This design comes from an exercise in tuning for small area, a short achievable clock period and few clock cycles per item on the open sky130 flow, not from production work.
Where RTL was checked, it was by simulation tests only, not by an equivalence proof against the original.
Power is estimated from default activity; no workload was simulated.

## trial 88
// lc4_processor
module lc4_processor
(input  wire        clk,
 input  wire        rst,
 input  wire        gwe,
 output wire [15:0] o_cur_pc,
 input  wire [15:0] i_cur_insn,
 output wire [15:0] o_dmem_addr,
 input  wire [15:0] i_cur_dmem_data,
 output wire        o_dmem_we,
 output wire [15:0] o_dmem_towrite,
 output wire [1:0]  test_stall,
 output wire [15:0] test_cur_pc,
 output wire [15:0] test_cur_insn,
 output wire        test_regfile_we,
 output wire [2:0]  test_regfile_wsel,
 output wire [15:0] test_regfile_data,
 output wire        test_nzp_we,
 output wire [2:0]  test_nzp_new_bits,
 output wire        test_dmem_we,
 output wire [15:0] test_dmem_addr,
 output wire [15:0] test_dmem_data,
 input  wire [7:0]  switch_data,
 output wire [15:0] seven_segment_data,
 output wire [7:0]  led_data);
Settings: LEC_CHECK=0, CAP_MARGIN=20, CORE_MARGIN=2, CORE_UTILIZATION=55, SLEW_MARGIN=20; clock period 38.0 ns.
standard.sh (not shown) runs the stock make flow with config.mk's settings and CLKGATE_MAP_FILE= SYNTH_SCRIPT=/design/flow/synth_recipe.tcl, a recipe that flattens the netlist after the stock synthesis.
==> flow/flow/run.sh <==
#!/bin/bash
set -o pipefail
export SETUP_SLACK_MARGIN=${FLOW_MARGIN:-29.2}
export BUFFER_PORTS_ARGS="-buffer_cell sky130_fd_sc_hd__buf_2"
bash standard.sh > standard.log 2>&1
### trial 88 -> build 90
Settings: setting CTS_BUF_LIST to sky130_fd_sc_hd__clkbuf_4 sky130_fd_sc_hd__clkbuf_8 for the first time.
Results
Diff trial 88 -> build 90 | number of standard cells in the final layout excluding fillers | increase of 34
On non-clock buffer count, build 90 and trial 88 are neck and neck.
Of build 90 and trial 88, the run reporting the higher via count was build 90.
Function was not checked in any run of this note: the RTL went through the layout flow alone.

---

v54:
Another version of the RTL of lc4_processor (not shown whole).
For scale: about 3100 cells after synthesis, roughly 210 I/O pins, ~30000 um2 of cells after synthesis.
clock: 38.0 ns
lec_check: 0
cap_margin: 20
core_margin: 2
core_utilization: 65
cts_buf_list: sky130_fd_sc_hd__clkbuf_4 sky130_fd_sc_hd__clkbuf_8
slew_margin: 20
Scripts as last shown in full above: flow/flow/run.sh
v54: full flow OK, the timing, design-rule and antenna checks passed
Testbench counts of v54, summed over its fixed seeds: cycles 68,117, instructions 64,000.
Changes in v58 relative to v54:
Settings: changing CORE_UTILIZATION from 65 to 55.
==> run notes <==
Comparing v58 against v54, there is no change at all in number of cells on the critical path. On placed standard-cell area: between v54 and v58, it ends up higher for v58. Final-stage net count, v54 and v58, lower one = v54. Sort v54 and v58 by logic gate share of total power, descending, and v54 comes first. Number of instances in the synthesized netlist came out exactly the same in v54 and v58.
Edits applied to the flow inputs when going from v58 to v9:
Settings: CORE_UTILIZATION now 65, was 55.
==> flow/flow/run.sh <==
#!/bin/bash
set -o pipefail
export SETUP_SLACK_MARGIN=${FLOW_MARGIN:-29.5}
export BUFFER_PORTS_ARGS="-buffer_cell sky130_fd_sc_hd__buf_2"
bash standard.sh > standard.log 2>&1
Notes after the runs:
v9 against v58: hold slack now smaller, non-clock buffer count moved up, first-pass GRT wire length went down 860 um.

---

Setup of run a:
lc4_processor, a different RTL version from the one above (not shown whole).
Size: ~330 flip-flops, about 29000 sq um of cells after synthesis.
==> flow/design.v (excerpt) <==
module lc4_processor
(input  wire        clk,
 input  wire        rst,
 input  wire        gwe,
 output wire [15:0] o_cur_pc,
 input  wire [15:0] i_cur_insn,
 output wire [15:0] o_dmem_addr,
 input  wire [15:0] i_cur_dmem_data,
 output wire        o_dmem_we,
 output wire [15:0] o_dmem_towrite,
 output wire [1:0]  test_stall,
 output wire [15:0] test_cur_pc,
 output wire [15:0] test_cur_insn,
 output wire        test_regfile_we,
 output wire [2:0]  test_regfile_wsel,
 output wire [15:0] test_regfile_data,
 output wire        test_nzp_we,
 output wire [2:0]  test_nzp_new_bits,
 output wire        test_dmem_we,
 output wire [15:0] test_dmem_addr,
 output wire [15:0] test_dmem_data,
 input  wire [7:0]  switch_data,
 output wire [15:0] seven_segment_data,
 output wire [7:0]  led_data);
Settings: LEC_CHECK=0, CAP_MARGIN=20, CORE_MARGIN=2, CORE_UTILIZATION=55, SLEW_MARGIN=20; clock period 38.0 ns.
==> flow/flow/run.sh <==
#!/bin/bash
set -o pipefail
export SETUP_SLACK_MARGIN=${FLOW_MARGIN:-29.2}
export BUFFER_PORTS_ARGS="-buffer_cell sky130_fd_sc_hd__buf_2"
bash standard.sh > standard.log 2>&1
Testbench counts of run a, summed over its fixed seeds: cycles 73,652, instructions 64,000.
Relative to run a, the following input files were edited for run b:
- swapping 55 for 40 in CORE_UTILIZATION
==> flow/flow/run.sh <==
#!/bin/bash
set -o pipefail
export SETUP_SLACK_MARGIN=${FLOW_MARGIN:-29}
bash standard.sh > standard.log 2>&1
==> comparison <==
- Delta (run b minus run a): via-per-instance ratio fell 7.4%, total inserted antenna cells +1, die area now larger.
- Against run a, count of clock-buffer cells in the layout in run b fell by a few percent.
- The maximum clock frequency of run b is lower than that of run a.
- Run b does better than run a on reported clock group power.
- Worst slew slack as a fraction of its limit on run b is behind run a.
- Layout overhead on the synthesized area (higher): run b
- Delta (run b minus run a): share of power burned in the clock network went down 0.5 points; total power of the final layout went down about 1.6%.

---

Another version of the RTL of lc4_processor (not shown whole).
For scale: ~2900 cells after synthesis, roughly 340 flip-flops, about 210 I/O pins, roughly 28000 µm² of cells after synthesis.
export LEC_CHECK = 0
export CAP_MARGIN = 20
export CORE_MARGIN = 2
export CORE_UTILIZATION = 65
export CTS_BUF_LIST = sky130_fd_sc_hd__clkbuf_4 sky130_fd_sc_hd__clkbuf_8
export SLEW_MARGIN = 20
create_clock -name core_clock -period 38.0 [get_ports {clk}]
==> flow/flow/run.sh <==
#!/bin/bash
set -o pipefail
export SETUP_SLACK_MARGIN=${FLOW_MARGIN:-29.2}
export BUFFER_PORTS_ARGS="-buffer_cell sky130_fd_sc_hd__buf_2"
bash standard.sh > standard.log 2>&1
Testbench counts at the start, summed over its fixed seeds: cycles 73,652, instructions 64,000.
Edit:
--- a/flow/config.mk
+++ b/flow/config.mk
@@ -8,5 +8,5 @@
 export CAP_MARGIN = 20
 export CORE_MARGIN = 2
-export CORE_UTILIZATION = 65
+export CORE_UTILIZATION = 55
 export CTS_BUF_LIST = sky130_fd_sc_hd__clkbuf_4 sky130_fd_sc_hd__clkbuf_8
 export SLEW_MARGIN = 20
What happened:
- The new run produced a clean layout
- combinational power is about the same
- clock power shrinks by 7.8%
- hold slack degrades by 3.4 ps
- final cell count grows by 2.2%
- setup slack degrades by 6.0 ps
- synthesized cell count is unchanged
- via count shrinks by 3.4%
- clock skew shrinks by 16 ps
- total power shrinks by 1.1%
- clock-buffer cell count grows by 8

## re-timing with driven ports
In the flow no input, the clock included, has a driving cell. The finished layouts below were timed again as built, in two steps. Step 1 assumes that a clkbuf_16 drives the clock port and a buf_2 every other input. Step 2 moves the port delays by t, midway between the first and last clock arrival at a register: inputs arrive t later, outputs are due t later. That takes back most of the time a late clock gives input paths. a / b / c = no drivers / after step 1 / after step 2; a / b = the first two.
| run | t, ns | slack for setup (ns) | worst setup path after step 2 | slew at the worst register clock pin (ns) |
|---|---|---|---|---|
| trial 88 | 0.652 | 28.940 / 28.878 / 28.311 | input to register | 0.07 / 0.07 |
| build 90 | 0.743 | 28.852 / 28.794 / 28.289 | input to register | 0.08 / 0.08 |
| v54 | 0.766 | 28.772 / 28.759 / 27.993 | input to register | 0.09 / 0.09 |
| v58 | 0.762 | 28.788 / 28.783 / 28.065 | input to register | 0.08 / 0.08 |
| v9 | 0.780 | 28.579 / 28.577 / 27.797 | input to register | 0.09 / 0.09 |
| run a | 0.649 | 28.983 / 28.921 / 28.537 | input to register | 0.07 / 0.07 |
| run b | 0.653 | 28.852 / 28.789 / 28.361 | input to register | 0.07 / 0.07 |
| the first run of note 4 | 0.756 | 28.809 / 28.748 / 28.344 | input to register | 0.08 / 0.08 |
| the second run of note 4 | 0.749 | 28.803 / 28.743 / 28.516 | input to register | 0.08 / 0.08 |
After both steps every run listed still meets setup and hold. For v9, which loses most, drivers alone change the setup slack by -0.002 ns; drivers and shift together by -0.782 ns.
